This design comes from an exercise in tuning for small area and a short achievable clock period on the open sky130 flow, not from production work. No functional check of the RTL was part of any run shown here. Power figures rest on the tool's default switching activity, not on a simulated workload.

`flow/config.mk`:
```
export PLATFORM = sky130hd
export DESIGN_NAME = ALU_TOP
export DESIGN_NICKNAME = ALU_TOP
export VERILOG_FILES = /design/flow/design.v
export SDC_FILE = /design/flow/constraint.sdc
export NUM_CORES = 4
export LEC_CHECK = 0
export CAP_MARGIN = 20
export CORE_MARGIN = 2
export CORE_UTILIZATION = 40
export SLEW_MARGIN = 20
```
`flow/constraint.sdc`:
```
create_clock -name core_clock -period 85.0 [get_ports {CLK}]
set_input_delay 17.0000 -clock core_clock [delete_from_list [all_inputs] [get_ports {CLK}]]
set_output_delay 17.0000 -clock core_clock [all_outputs]
set_load 0.01 [all_outputs]
```
`flow/design.v`:
```
module Decoder (
    input  wire [1:0] alu_fun,
    output wire       arith_enable,
    output wire       logic_enable,
    output wire       cmp_enable,
    output wire       shift_enable
);
  assign arith_enable = (alu_fun == 2'b00);
  assign logic_enable = (alu_fun == 2'b01);
  assign cmp_enable   = (alu_fun == 2'b10);
  assign shift_enable = (alu_fun == 2'b11);
endmodule
module ARITHMETIC_UNIT (
    input  wire [15:0] a,
    input  wire [15:0] b,
    input  wire [1:0]  alu_fun,
    output reg  [31:0] arith_res,
    output wire        a_lt_b,
    output wire        a_eq_b
);
  wire        sub = alu_fun[0] | alu_fun[1];
  wire [15:0] bx  = b ^ {16{sub}};
  wire [16:0] ac;
  wire [15:0] as;
  assign ac[0] = sub;
  genvar i;
  generate
    for (i = 0; i < 16; i = i + 1) begin : g_add
      assign as[i]   = a[i] ^ bx[i] ^ ac[i];
      assign ac[i+1] = (a[i] & bx[i]) | (ac[i] & (a[i] ^ bx[i]));
    end
  endgenerate
  wire as16 = a[15] ^ bx[15] ^ ac[16];
  assign a_lt_b = ~ac[16];
  assign a_eq_b = (a == b);
  wire [31:0] prod;
  MUL16_BOOTH u_mul (.a(a), .b(b), .p(prod));
  wire [31:0] quot;
  DIV16_SIGNED u_div (.a(a), .b(b), .q(quot));
  always @(*) begin
    case (alu_fun)
      2'b00, 2'b01: arith_res = {{15{as16}}, as16, as};
      2'b10:        arith_res = prod;
      default:      arith_res = quot;
    endcase
  end
endmodule
module MUL16_BOOTH (
    input  wire [15:0] a,
    input  wire [15:0] b,
    output wire [31:0] p
);
  wire [17:0] a1 = {a[15], a[15], a};
  wire [17:0] a2 = {a[15], a, 1'b0};
  wire [16:0] bb = {b, 1'b0};
  wire [31:0] row [0:7];
  wire [31:0] negv;
  genvar i;
  generate
    for (i = 0; i < 8; i = i + 1) begin : g_pp
      wire b0 = bb[2*i];
      wire b1 = bb[2*i+1];
      wire b2 = bb[2*i+2];
      wire one = b1 ^ b0;
      wire two = (b2 & ~b1 & ~b0) | (~b2 & b1 & b0);
      wire neg = b2;
      wire [17:0] m  = ({18{one}} & a1) | ({18{two}} & a2);
      wire [17:0] pp = m ^ {18{neg}};
      wire [17:0] rv = {~pp[17], pp[16:0]};
      assign row[i] = {14'b0, rv} << (2*i);
      assign negv[2*i]   = neg;
      assign negv[2*i+1] = 1'b0;
    end
  endgenerate
  assign negv[31:16] = 16'b0;
  wire [31:0] kc = 32'h5556_0000;
  wire [31:0] s1, c1, s2, c2, s3, c3, s4, c4, s5, c5, s6, c6, s7, c7, s8, c8;
  CSA32 l1a (.x(row[0]), .y(row[1]), .z(row[2]), .s(s1), .c(c1));
  CSA32 l1b (.x(row[3]), .y(row[4]), .z(row[5]), .s(s2), .c(c2));
  CSA32 l1c (.x(row[6]), .y(row[7]), .z(negv),   .s(s3), .c(c3));
  CSA32 l2a (.x(s1), .y(c1), .z(s2), .s(s4), .c(c4));
  CSA32 l2b (.x(c2), .y(s3), .z(c3), .s(s5), .c(c5));
  CSA32 l3a (.x(s4), .y(c4), .z(s5), .s(s6), .c(c6));
  CSA32 l4a (.x(s6), .y(c6), .z(c5), .s(s7), .c(c7));
  CSA32 l5a (.x(s7), .y(c7), .z(kc), .s(s8), .c(c8));
  wire [32:0] fc;
  assign fc[0] = 1'b0;
  generate
    for (i = 0; i < 32; i = i + 1) begin : g_cpa
      assign p[i]    = s8[i] ^ c8[i] ^ fc[i];
      assign fc[i+1] = (s8[i] & c8[i]) | (fc[i] & (s8[i] ^ c8[i]));
    end
  endgenerate
endmodule
module CSA32 (
    input  wire [31:0] x,
    input  wire [31:0] y,
    input  wire [31:0] z,
    output wire [31:0] s,
    output wire [31:0] c
);
  wire [31:0] maj = (x & y) | (z & (x ^ y));
  assign s = x ^ y ^ z;
  assign c = {maj[30:0], 1'b0};
endmodule
module DIV16_SIGNED (
    input  wire [15:0] a,
    input  wire [15:0] b,
    output wire [31:0] q
);
  wire sa = a[15];
  wire sb = b[15];
  wire [15:0] ora, orb;
  assign ora[0] = 1'b0;
  assign orb[0] = 1'b0;
  genvar j;
  generate
    for (j = 1; j < 16; j = j + 1) begin : g_or
      assign ora[j] = ora[j-1] | a[j-1];
      assign orb[j] = orb[j-1] | b[j-1];
    end
  endgenerate
  wire [15:0] n = a ^ ({16{sa}} & ora);
  wire [15:0] d = b ^ ({16{sb}} & orb);
  wire dz = ~(orb[15] | b[15]);
  wire [15:0] qu;
  DIV16_U u_div (.n(n), .d(d), .q(qu));
  wire neg = sa ^ sb;
  wire [15:0] orq;
  assign orq[0] = 1'b0;
  generate
    for (j = 1; j < 16; j = j + 1) begin : g_orq
      assign orq[j] = orq[j-1] | qu[j-1];
    end
  endgenerate
  wire qnz = orq[15] | qu[15];
  wire [15:0] ql = qu ^ ({16{neg}} & orq);
  wire        qh = neg & qnz;
  assign q = dz ? 32'b0 : {{16{qh}}, ql};
endmodule
module DIV16_U (
    input  wire [15:0] n,
    input  wire [15:0] d,
    output wire [15:0] q
);
  wire [15:0] r [0:16];
  assign r[16] = 16'b0;
  wire [16:0] hi;
  assign hi[16] = 1'b0;
  genvar k;
  generate
    for (k = 15; k >= 1; k = k - 1) begin : g_hi
      assign hi[k] = hi[k+1] | d[k];
    end
    for (k = 15; k >= 0; k = k - 1) begin : g_row
      localparam integer W = 16 - k;
      wire [W-1:0] x;
      if (W == 1) begin : g_x1
        assign x = n[k];
      end else begin : g_xn
        assign x = {r[k+1][W-2:0], n[k]};
      end
      wire [W-1:0] rn;
      wire         qk;
      DIVROW #(.W(W)) u_row (.x(x), .d(d[W-1:0]), .hi(hi[W]), .q(qk), .r(rn));
      assign q[k] = qk;
      if (W == 16) begin : g_r16
        assign r[k] = rn;
      end else begin : g_rn
        assign r[k] = {{(16-W){1'b0}}, rn};
      end
    end
  endgenerate
endmodule
module DIVROW #(parameter integer W = 16) (
    input  wire [W-1:0] x,
    input  wire [W-1:0] d,
    input  wire         hi,
    output wire         q,
    output wire [W-1:0] r
);
  wire [W-1:0] dn = ~d;
  wire [W:0]   c;
  assign c[0] = 1'b1;
  genvar i;
  generate
    for (i = 0; i < W; i = i + 1) begin : g_bit
      assign c[i+1] = (x[i] & dn[i]) | (c[i] & (x[i] ^ dn[i]));
    end
  endgenerate
  wire [W-1:0] diff = x ^ dn ^ c[W-1:0];
  assign q = c[W] & ~hi;
  assign r = q ? diff : x;
endmodule
module Logic_UNIT (
    input  wire [15:0] a,
    input  wire [15:0] b,
    input  wire [1:0]  alu_fun,
    output wire [15:0] logic_res
);
  wire [15:0] r = alu_fun[0] ? (a | b) : (a & b);
  assign logic_res = alu_fun[1] ? ~r : r;
endmodule
module CMP_UNIT (
    input  wire       lt,       
    input  wire       eq,       
    input  wire [1:0] alu_fun,
    output reg  [1:0] cmp_res
);
  always @(*) begin
    case (alu_fun)
      2'b00: cmp_res = 2'b00;
      2'b01: cmp_res = eq ? 2'b01 : 2'b00;
      2'b10: cmp_res = (!lt && !eq) ? 2'b10 : 2'b00;
      default: cmp_res = lt ? 2'b11 : 2'b00;
    endcase
  end
endmodule
module Shift_UNIT (
    input  wire [15:0] a,
    input  wire [15:0] b,
    input  wire [1:0]  alu_fun,
    output wire [15:0] shift_res
);
  wire [15:0] x = alu_fun[1] ? b : a;
  assign shift_res = alu_fun[0] ? {x[14:0], 1'b0} : {1'b0, x[15:1]};
endmodule
module ALU_TOP (
    input  wire signed [15:0] A,
    input  wire signed [15:0] B,
    input  wire [3:0]         ALU_FUN,
    input  wire               CLK,
    input  wire               RST,
    output wire signed [31:0] Arith_OUT,
    output wire               Carry_OUT,
    output reg                Arith_Flag,
    output reg  [15:0]        Logic_OUT,
    output reg                Logic_Flag,
    output reg  [1:0]         CMP_OUT,
    output reg                CMP_Flag,
    output reg  [15:0]        Shift_OUT,
    output reg                Shift_Flag
);
  wire arith_en, logic_en, cmp_en, shift_en;
  wire [31:0] arith_res;
  wire [15:0] logic_res, shift_res;
  wire [1:0]  cmp_res;
  wire        a_lt_b, a_eq_b;
  Decoder U0 (.alu_fun(ALU_FUN[3:2]), .arith_enable(arith_en), .logic_enable(logic_en),
              .cmp_enable(cmp_en), .shift_enable(shift_en));
  ARITHMETIC_UNIT U1 (.a(A), .b(B), .alu_fun(ALU_FUN[1:0]), .arith_res(arith_res),
                      .a_lt_b(a_lt_b), .a_eq_b(a_eq_b));
  Logic_UNIT U2 (.a(A), .b(B), .alu_fun(ALU_FUN[1:0]), .logic_res(logic_res));
  CMP_UNIT U3 (.lt(a_lt_b), .eq(a_eq_b), .alu_fun(ALU_FUN[1:0]), .cmp_res(cmp_res));
  Shift_UNIT U4 (.a(A), .b(B), .alu_fun(ALU_FUN[1:0]), .shift_res(shift_res));
  reg [31:0] arith_q;
  assign Arith_OUT = arith_q;
  assign Carry_OUT = arith_q[16];
  always @(posedge CLK or negedge RST) begin
    if (!RST) begin
      arith_q    <= 32'b0;
      Arith_Flag <= 1'b0;
      Logic_OUT  <= 16'b0;
      Logic_Flag <= 1'b0;
      CMP_OUT    <= 2'b0;
      CMP_Flag   <= 1'b0;
      Shift_OUT  <= 16'b0;
      Shift_Flag <= 1'b0;
    end else begin
      arith_q    <= arith_en ? arith_res : 32'b0;
      Arith_Flag <= arith_en;
      Logic_OUT  <= logic_en ? logic_res : 16'b0;
      Logic_Flag <= logic_en;
      CMP_OUT    <= cmp_en ? cmp_res : 2'b0;
      CMP_Flag   <= cmp_en;
      Shift_OUT  <= shift_en ? shift_res : 16'b0;
      Shift_Flag <= shift_en;
    end
  end
endmodule
```
`flow/run.sh`:
```
#!/bin/bash
# synth_recipe.tcl (not shown) runs the flow's synth.tcl, then flattens the netlist and writes it again
# the make line also repeats each setting of config.mk as NAME=value (left out here)
make -C /OpenROAD-flow-scripts/flow DESIGN_CONFIG=/design/flow/config.mk WORK_HOME=/design/flow/orfs CLKGATE_MAP_FILE= SYNTH_SCRIPT=/design/flow/synth_recipe.tcl finish
```
==> results of run 1 <==
state kept, by name, indices dropped and copies added, names as in the netlist:
name and cells:
Shift_Flag 1, Logic_Flag 1, Shift_OUT 16, Logic_OUT 16
arith_q 32, CMP_Flag 1, CMP_OUT 2, Arith_Flag 1
area by class of cell:
cell class,count,area (µm²),area share
multi-input combinational,1689,15000,0.742
sequential,70,1750,0.0870
timing repair buffer,166,1480,0.0734
tap,600,751,0.0373
inverter,242,908,0.0451
antenna,1,2.50,0.000124
clock buffer,11,243,0.0120
clock inverter,5,57.6,0.00286
cell usage in the layout, fill, tap and decap left out, types with 41 or more instances in the layout:
cell             instances
inv_1                  231
nor2_1                 207
a21oi_1                126
buf_4                   59
nand2_1                166
a221oi_1               107
a22oi_1                 52
dfrtp_1                 70
fa_1                   236
a211oi_1                41
o21ai_0                138
clkdlybuf4s50_1        100
xnor2_1                 71
ha_1                   148
how the worst max path moves through the flow:
stage	start	cells past startpoint	slack (ns)	end
2_1_floorplan	B[6]	195	18.02	arith_q[28]
6_report	B[13]	188	11.57	arith_q[14]
3_3_place_gp	B[13]	188	13.13	arith_q[14]
3_5_place_dp	B[13]	188	11.72	arith_q[14]
4_1_cts	B[13]	188	12.04	arith_q[14]
5_1_grt	B[13]	188	8.73	arith_q[29]
routing by layer:
metal / part of all wire / vias to the layer above
li1: - / 7599
met1: 0.41 / 8474
met2: 0.44 / 1054
met3: 0.10 / 229
met4: 0.049 / 2
met5: 0.00019 / -
logic make-up (layout without fill, tap and decap cells):
family                   after synthesis  after routing  share of synthesized area
multiplexers                          76             76                     0.0518
AO/OA/AOI/OAI                        620            620                      0.230
buffers and inverters                447            424                     0.0939
AND/OR/NAND/NOR                      524            524                      0.131
flip-flops                            70             70                     0.0952
other                                  0              1                          0
XOR/XNOR                              85             85                     0.0409
adder cells (fa/ha/maj)              384            384                      0.357
report_power, final:
| part | internal, mW | total [mW] | switching (mW) |
|---|---|---|---|
| Sequential | 0.0383 | 0.0403 | 0.00193 |
| Clock | 0.0235 | 0.0400 | 0.0165 |
| Combinational | 0.179 | 0.423 | 0.244 |
| Total | 0.241 | 0.503 | 0.262 |
worst max-delay path, delay by kind of cell:
family | cells | cell delay, ns
xor+xnor | 1 | 0.25
compound gates | 17 | 4.28
buf+inv | 29 | 2.83
fa+ha+maj | 106 | 38.44
simple gates | 22 | 7.69
mux | 13 | 3.07
metrics by stage:
| stage | cells | setup WS, ns | utilization | instance area (µm²) |
|---|---|---|---|---|
| global route | 2783 | 8.73 | 0.444 | 20100 |
| global placement | 2767 | 13.13 | 0.437 | 19800 |
| detailed placement | 2767 | 11.72 | 0.437 | 19800 |
| floorplan | 2206 | 18.02 | - | 18400 |
| CTS | 2783 | 12.04 | 0.444 | 20100 |
| finish | 2784 | 11.57 | 0.444 | 20100 |
==> out/metrics.yaml, run 1 <==
status: "timing/DRC/antenna clean"
async_flop_share: 1.00
core_area_um2: 45400
yosys.area.top_type: "fa_1"
whs_ns: 16.75
avgSynthCellArea_um2: 8.34
hpwl_mm: 50.5
dr.pass1.iters: 5
die_h_um: 219
cp_slowest_cell: "nor2_1"
rsz0062_at_grt: "no"
finalNetCount: 2600
postCtsHoldBufs: 0
drt-total-wl_mm: 69.2
cts_buffers: 9
cts_sinks: 70
synth_edf_count: 0
cts_resized: 0
initial_core_util: 0.406
tightest_slew_ns: 1.14
synthCells: 2206
min_path_type: "in2async"
remaining_drc_errors: 0
die_area_um2: 47700
fin_crit_sh: 0.864
post_cts.repair.setup_buffers: 0
rows: 78
yosys-top-cells-area: "fa_1 (26%), ha_1 (10%), dfrtp_1 (9.5%)"
drive_gt1_frac: 0.0788
relSlewSlack: 0.239
ioPinCount: 109
final-setup-viol-count: 0
tns_ns: 0
slew_violations: 0
synth.top_cell.area_share: 0.257
path_class: "in2reg"
ant_nets: 0
grt_use_met1: 0.404
grt_first_pass_wirelength_mm: 107
root_buffer: "clkbuf_16"
hold_viol: 0
grt_use_met2: 0.446
crit_path_start_kind: "input pin"
grt_util_met3: 0.0660
path_max_fanout: 44
cp.required_ns: 85.24
synth-seq-area-share: 0.0952
p_total_mw: 0.503
period_minus_slack_ns: 73.43
grt_max_degree: 71
yosysMostFrequentCell: "fa_1"
cts_tree: "yes"
syn_area_um2: 18400
yosys-top-cells-count: "fa_1 (236), inv_1 (231), nor2_1 (208)"
n_fill_cell: 4534
area_growth_pct: 9.45
die_w_um: 219
portBuffers: 108
grt_pass1_vias: 17400
path_clk_slew_ns: 0.07
max_stage_delay_ns: 0.87
busiest_layer: "met2"
p_leak_nw: 8.61
cpMostUsedCell: "fa_1"
endpoint_kind: "flip-flop"
grt-ovfl-total: 0
synth_seq_cells: 70
yosys_warnings: 5
drtIter0Drc: 1860
wl_per_cell_um: 24.8
clockBufferDepth: 2
syn_nets: 2628
power_density_nw_per_um2: 25.0
gp_congestion: 0.945
vdd_drop_max_uv: 23.3
htree_levels: 3
antenna_found_initial: 2
cap_violations: 0
ys_types: 96
ys_dominant_reg_cell: "dfrtp_1"
fmax_ghz: 0.0136
drt-vias-per-instance: 6.23
grt_usage: 0.296
critPathArrivalTime_ns: 73.67
vias: 17400
==> run 2: changes to the inputs <==
--- a/flow/design.v
+++ b/flow/design.v
@@ -179,16 +179,42 @@
     output wire         q,
     output wire [W-1:0] r
 );
+  localparam integer L = (W <= 1) ? 0 : $clog2(W);
   wire [W-1:0] dn = ~d;
-  wire [W:0]   c;
-  assign c[0] = 1'b1;
-  genvar i;
-  generate
-    for (i = 0; i < W; i = i + 1) begin : g_bit
-      assign c[i+1] = (x[i] & dn[i]) | (c[i] & (x[i] ^ dn[i]));
-    end
-  endgenerate
-  wire [W-1:0] diff = x ^ dn ^ c[W-1:0];
+  wire [W-1:0] p  = x ^ dn;
+  wire [W-1:0] g0 = x & dn;
+  wire [W-1:0] gi;
+  assign gi[0] = g0[0] | p[0];
+  generate
+    if (W > 1) begin : g_gi
+      assign gi[W-1:1] = g0[W-1:1];
+    end
+  endgenerate
+  function [W-1:0] prefix(input [W-1:0] g_in, input [W-1:0] p_in);
+    reg [W-1:0] G, P, Gn, Pn;
+    integer l, i, j;
+    begin
+      G = g_in;
+      P = p_in;
+      for (l = 0; l < L; l = l + 1) begin
+        Gn = G;
+        Pn = P;
+        for (i = 0; i < W; i = i + 1) begin
+          if ((i >> l) & 1) begin
+            j = ((i >> l) << l) - 1;
+            Gn[i] = G[i] | (P[i] & G[j]);
+            Pn[i] = P[i] & P[j];
+          end
+        end
+        G = Gn;
+        P = Pn;
+      end
+      prefix = G;
+    end
+  endfunction
+  wire [W-1:0] G = prefix(gi, p);
+  wire [W:0] c = {G, 1'b1};
+  wire [W-1:0] diff = p ^ c[W-1:0];
   assign q = c[W] & ~hi;
   assign r = q ? diff : x;
 endmodule
--- a/flow/config.mk
+++ b/flow/config.mk
@@ -5,6 +5,7 @@
 export SDC_FILE = /design/flow/constraint.sdc
 export NUM_CORES = 4
 export LEC_CHECK = 0
+export ABC_AREA = 1
 export CAP_MARGIN = 20
 export CORE_MARGIN = 2
 export CORE_UTILIZATION = 40
==> run 2 against run 1 <==
Sequential share of layout area rose by 0.54 points. Total power is 11% higher. Hold slack better by 0.031 ns. Flip-flop and latch count did not move. Critical path depth is 10 higher. Still clean on timing, DRC and antenna. Utilization grew 0.74 points. Critical path type unchanged.
==> out/metrics.yaml, run 2 <==
largest_register_ffs: 32
max_stage_delay_ns: 0.66
drt-total-wl_mm: 52.2
die_w_um: 211
path_class: "in2reg"
die_h_um: 211
cpMostUsedCell: "nand2_1"
hold_viol: 0
final_cell_mix: "nand2_1 (283), ha_1 (236), inv_1 (222)"
postCtsHoldBufs: 0
drt-vias-per-instance: 5.49
n_fill_cell: 4156
min_path_type: "in2async"
cp_slowest_cell: "nand3_1"
syn_area_um2: 17100
synth-seq-area-share: 0.103
critPathArrivalTime_ns: 51.92
grt_pass1_vias: 15200
ioPinCount: 109
rows: 75
post_cts.repair.setup_buffers: 0
fmax_ghz: 0.0193
wl_per_cell_um: 19.8
whs_ns: 16.79
cap_violations: 0
slew_violations: 0
ys_dominant_reg_cell: "dfrtp_1"
path_clk_slew_ns: 0.06
yosys-top-cells-area: "fa_1 (21%), ha_1 (17%), dfrtp_1 (10%)"
yosysMostFrequentCell: "nand2_1"
async_flop_share: 1.00
ys_types: 59
tightest_slew_ns: 1.05
remaining_drc_errors: 0
core_area_um2: 42000
portBuffers: 108
cp.required_ns: 85.22
crit_path_start_kind: "input pin"
root_buffer: "clkbuf_16"
antenna_found_initial: 0
syn_nets: 2482
area_growth_pct: 11.2
clockBufferDepth: 2
yosys-top-cells-count: "nand2_1 (283), ha_1 (236), inv_1 (222)"
status: "timing/DRC/antenna clean"
top_regs: "arith_q: 32 flops, Logic_OUT: 16 flops, Shift_OUT: 16 flops"
grt-ovfl-total: 0
htree_levels: 3
vdd_drop_max_uv: 56.3
cts_sinks: 70
fin_crit_sh: 0.608
crit_path_start: "A[0]"
yosys.area.top_type: "fa_1"
cts_tree: "yes"
drtIter0Drc: 1179
die_area_um2: 44300
synth.top_cell.area_share: 0.207
synth_seq_cells: 70
grt_max_degree: 71
relSlewSlack: 0.297
grt_first_pass_wirelength_mm: 83.3
max_flop_register: "arith_q"
finalNetCount: 2545
drive_gt1_frac: 0.0981
power_density_nw_per_um2: 29.5
rsz0062_at_grt: "no"
dr.pass1.iters: 7
p_leak_nw: 9.28
path_max_fanout: 26
synthCells: 2032
yosys_warnings: 21
initial_core_util: 0.406
avgSynthCellArea_um2: 8.40
hpwl_mm: 40.1
grt_usage: 0.242
final_common_cell: "nand2_1"
synth_edf_count: 0
cts_resized: 0
tns_ns: 0
gp_congestion: 0.939
cts_buffers: 9
ant_nets: 0
period_minus_slack_ns: 51.70
vias: 14500
final-setup-viol-count: 0
endpoint_kind: "flip-flop"
[run 2: changes by cell type in the layout (fill, tap and decap cells not counted), sizes merged, moves of 52 or more]
| cell | change |
|---|---|
| a21oi | -52 |
| ha | +88 |
| nand3 | +58 |
| nand2 | +148 |
| a22oi | -52 |
| xor2 | +185 |
| a221oi | -107 |
| fa | -60 |
| o22ai | +132 |
| nor2 | -131 |
[run 2: area by class of cell]
type | count | area, µm² | share of cell area
Sequential cell | 70 | 1750 | 0.0923
Timing Repair Buffer | 142 | 1320 | 0.0698
Multi-Input combinational cell | 1615 | 13900 | 0.735
Inverter | 257 | 985 | 0.0519
Clock inverter | 5 | 60.1 | 0.00317
Antenna cell | 1 | 2.50 | 0.000132
Tap cell | 539 | 674 | 0.0355
Clock buffer | 10 | 239 | 0.0126
[run 2: stage by stage]
stage / power [mW] / setup WS [ns] / cell area [µm²] / instances / util
4_1_cts: 0.574 / 33.63 / 19000 / 2638 / 0.451
2_1_floorplan: 0.396 / 39.53 / 17100 / 2032 / -
6_report: 0.559 / 33.30 / 19000 / 2639 / 0.451
3_3_place_gp: 0.520 / 34.51 / 18700 / 2623 / 0.444
3_5_place_dp: 0.528 / 33.35 / 18700 / 2623 / 0.444
5_1_grt: 0.642 / 29.54 / 19000 / 2638 / 0.451
[run 2: kinds of logic (layout without fill, tap and decap cells)]
logic type	after synthesis	count (layout)	share of synthesized area
flip-flops	70	70	0.103
XOR/XNOR	243	243	0.126
adder cells (fa/ha/maj)	412	412	0.380
other	0	1	0
multiplexers	10	10	0.00660
buffers and inverters	347	414	0.0823
AO/OA/AOI/OAI	399	399	0.143
AND/OR/NAND/NOR	551	551	0.160
[run 2: worst paths after layout]
path / slack [ns] / endpoint / cells past startpoint
worst max-delay path: 33.30 / arith_q[31] / 198
worst min-delay path: 16.79 / Shift_OUT[1] / 1
min in group core_clock: 17.29 / CMP_Flag / 3
max in group asynchronous: 67.61 / arith_q[14] / 1
[run 2: power breakdown]
part	switching, mW	leakage (nW)	internal (mW)
logic	0.269	8.20	0.209
registers	0.00197	0.938	0.0385
clock network	0.0167	0.145	0.0234
[run 2: critical path: cells and delay by family]
kind	cells	cell delay [ns]
fa+ha+maj	19	6.18
buf+inv	19	4.68
simple gates	107	14.94
mux	2	0.42
compound gates	51	8.56
[run 2: metal layers]
metal | part of all wire | vias to the layer above | global-route usage | wire (µm)
met5 | 0 | - | 0 | 0
met4 | 0.036 | 0 | 0.0991 | 1900
met3 | 0.051 | 98 | 0.0243 | 2670
met2 | 0.50 | 474 | 0.421 | 26000
met1 | 0.41 | 7065 | 0.306 | 21600
li1 | - | 6863 | - | -
==> run 3: changes to the inputs <==
--- a/flow/config.mk
+++ b/flow/config.mk
@@ -8,5 +8,6 @@
 export ABC_AREA = 1
 export CAP_MARGIN = 20
 export CORE_MARGIN = 2
-export CORE_UTILIZATION = 40
+export CORE_UTILIZATION = 65
+export PLACE_DENSITY = 0.75
 export SLEW_MARGIN = 20
==> run 3 against run 2 <==
Hold slack about the same. Via count increased by 4.4%. Combinational power up 8.8%. Flip-flop and latch count unchanged. Sequential power grew 1%. Largest power group unchanged. Global-route usage rose by 14 points. Utilization up 27 points. Largest cell class unchanged. Count of clock-buffer cells in the layout did not move. Total power is 7.6% higher. Worst setup slack got worse by 0.065 ns.
==> out/metrics.yaml, run 3 <==
status: "timing/DRC/antenna clean"
drtIter0Drc: 1310
ant_nets: 0
max_stage_delay_ns: 0.64
yosys_warnings: 21
drt-total-wl_mm: 51.0
syn_area_um2: 17100
synth_edf_count: 0
crit_path_end: "arith_q[31]"
final_cell_mix: "nand2_1 (283), ha_1 (236), inv_1 (222)"
critPathArrivalTime_ns: 51.98
post_cts.repair.setup_buffers: 0
drt-vias-per-instance: 6.23
diodes: 0
min_path_type: "in2async"
vias: 15100
synthCells: 2032
cts_sinks: 70
synth_seq_cells: 70
cts_buffers: 9
root_buffer: "clkbuf_16"
slew_violations: 0
yosys-top-cells-count: "nand2_1 (283), ha_1 (236), inv_1 (222)"
die_area_um2: 27600
initial_core_util: 0.658
path_clk_slew_ns: 0.06
fin_util: 0.721
grt_pass1_vias: 15800
postCtsHoldBufs: 0
htree_levels: 3
period_minus_slack_ns: 51.77
relSlewSlack: 0.325
dr.pass1.iters: 7
rsz0062_at_grt: "no"
gp_congestion: 0.944
remaining_drc_errors: 0
final-setup-viol-count: 0
hold_viol: 0
cpMostUsedCell: "nand2_1"
synth.top_cell.area_share: 0.207
avgSynthCellArea_um2: 8.40
cts_resized: 0
max_flop_register: "arith_q"
p_leak_nw: 9.26
top_regs: "arith_q: 32 flops, Logic_OUT: 16 flops, Shift_OUT: 16 flops"
cts_tree: "yes"
portBuffers: 108
crit_path_start: "A[0]"
endpoint_kind: "flip-flop"
die_h_um: 166
fin_crit_sh: 0.609
grt_max_degree: 71
syn_nets: 2482
tightest_slew_ns: 1.01
ioPinCount: 109
area_growth_pct: 9.54
largest_register_ffs: 32
final_common_cell: "nand2_1"
ys_types: 59
core_area_um2: 25900
whs_ns: 16.79
yosys.area.top_type: "fa_1"
antenna_found_initial: 0
rows: 59
vdd_drop_max_uv: 91.7
cp_slowest_cell: "nand3_1"
cap_violations: 0
grt_first_pass_wirelength_mm: 83.0
path_class: "in2reg"
fmax_ghz: 0.0193
n_fill_cell: 2100
cp.required_ns: 85.22
yosys-top-cells-area: "fa_1 (21%), ha_1 (17%), dfrtp_1 (10%)"
power_density_nw_per_um2: 32.2
drive_gt1_frac: 0.0964
ys_dominant_reg_cell: "dfrtp_1"
tns_ns: 0
yosysMostFrequentCell: "nand2_1"
async_flop_share: 1.00
grt-ovfl-total: 0
grt_usage: 0.378
die_w_um: 166
synth-seq-area-share: 0.103
crit_path_start_kind: "input pin"
clockBufferDepth: 2
hpwl_mm: 39.4
finalNetCount: 2540
path_max_fanout: 26
wl_per_cell_um: 21.0
run 3: metrics by stage:
step           cell area, µm²  total power [mW]  worst slack [ns]  instances
2_1_floorplan           17100             0.396             39.53       2032
3_3_place_gp            18400             0.556             34.81       2414
5_1_grt                 18700             0.685             29.75       2430
3_5_place_dp            18400             0.567             33.43       2414
6_report                18700             0.602             33.23       2430
4_1_cts                 18700             0.613             33.63       2430
run 3: logic make-up (layout without fill, tap and decap cells):
| logic type | Yosys count | after routing | synth area share |
|---|---|---|---|
| AO/OA/AOI/OAI | 399 | 399 | 0.143 |
| XOR/XNOR | 243 | 243 | 0.126 |
| adder cells (fa/ha/maj) | 412 | 412 | 0.380 |
| buffers and inverters | 347 | 410 | 0.0823 |
| flip-flops | 70 | 70 | 0.103 |
| multiplexers | 10 | 10 | 0.00660 |
| AND/OR/NAND/NOR | 551 | 551 | 0.160 |
run 3: cell type report:
cell class	count	area [µm²]	share of cell area
Tap cell	335	419	0.0224
Clock inverter	6	68.8	0.00368
Clock buffer	10	239	0.0128
Multi-Input combinational cell	1615	13900	0.746
Sequential cell	70	1750	0.0937
Timing Repair Buffer	137	1290	0.0688
Inverter	257	985	0.0527
run 3: worst min path at each step:
| stage | from | end | slack, ns | cells after the start |
|---|---|---|---|---|
| global placement | RST | Shift_OUT[0] | 17.17 | 1 |
| floorplan | RST | Arith_Flag | 16.70 | 0 |
| global route | RST | Shift_OUT[6] | 16.85 | 1 |
| CTS | RST | arith_q[8] | 16.81 | 1 |
| detailed placement | RST | Shift_OUT[4] | 17.17 | 1 |
| finish | RST | Shift_OUT[4] | 16.79 | 1 |
run 3: routing by layer:
metal	vias up	track usage	share of wire
met3	231	0.0562	0.078
met4	0	0.191	0.058
met5	-	0	0
li1	6861	-	-
met2	739	0.661	0.49
met1	7306	0.456	0.37
run 3: critical path: cells and delay by family:
| kind | cells | cell delay, ns |
|---|---|---|
| simple gates | 104 | 14.69 |
| mux | 1 | 0.23 |
| compound gates | 55 | 9.69 |
| fa+ha+maj | 19 | 6.13 |
| buf+inv | 18 | 4.20 |
run 3: where the power goes:
part,internal (mW),switching (mW),leakage (nW)
Clock,0.0237,0.0162,0.149
Sequential,0.0385,0.00255,0.938
Combinational,0.222,0.299,8.17
Total,0.284,0.317,9.26

==> separate check: timing with driven ports <==
How much do the figures lean on ideal ports? The routed layouts below were timed once more, with nothing changed but the port constraints. Step 1 sets driving cells, clkbuf_16 on the clock port and buf_2 on the other inputs (assumed; they add their load-dependent delay and slew). Step 2 moves the port delays by t, midway between the first and last clock arrival at a register: inputs arrive t later, outputs are due t later. That takes back most of the time a late clock gives input paths. a / b / c = no drivers / after step 1 / after step 2; a / b = the first two.
run | shift t [ns] | setup WS [ns] | worst setup path at the end | pins driven straight from the clock port
run 1 | 0.435 | 11.571 / 11.570 / 11.135 | input to register | 1
run 2 | 0.407 | 33.300 / 33.308 / 32.900 | input to register | 1
run 3 | 0.389 | 33.235 / 33.237 / 32.848 | input to register | 1
After both steps every run listed still meets setup and hold. For run 1, which loses most, drivers alone change the setup slack by -0.001 ns; drivers and shift together by -0.436 ns.
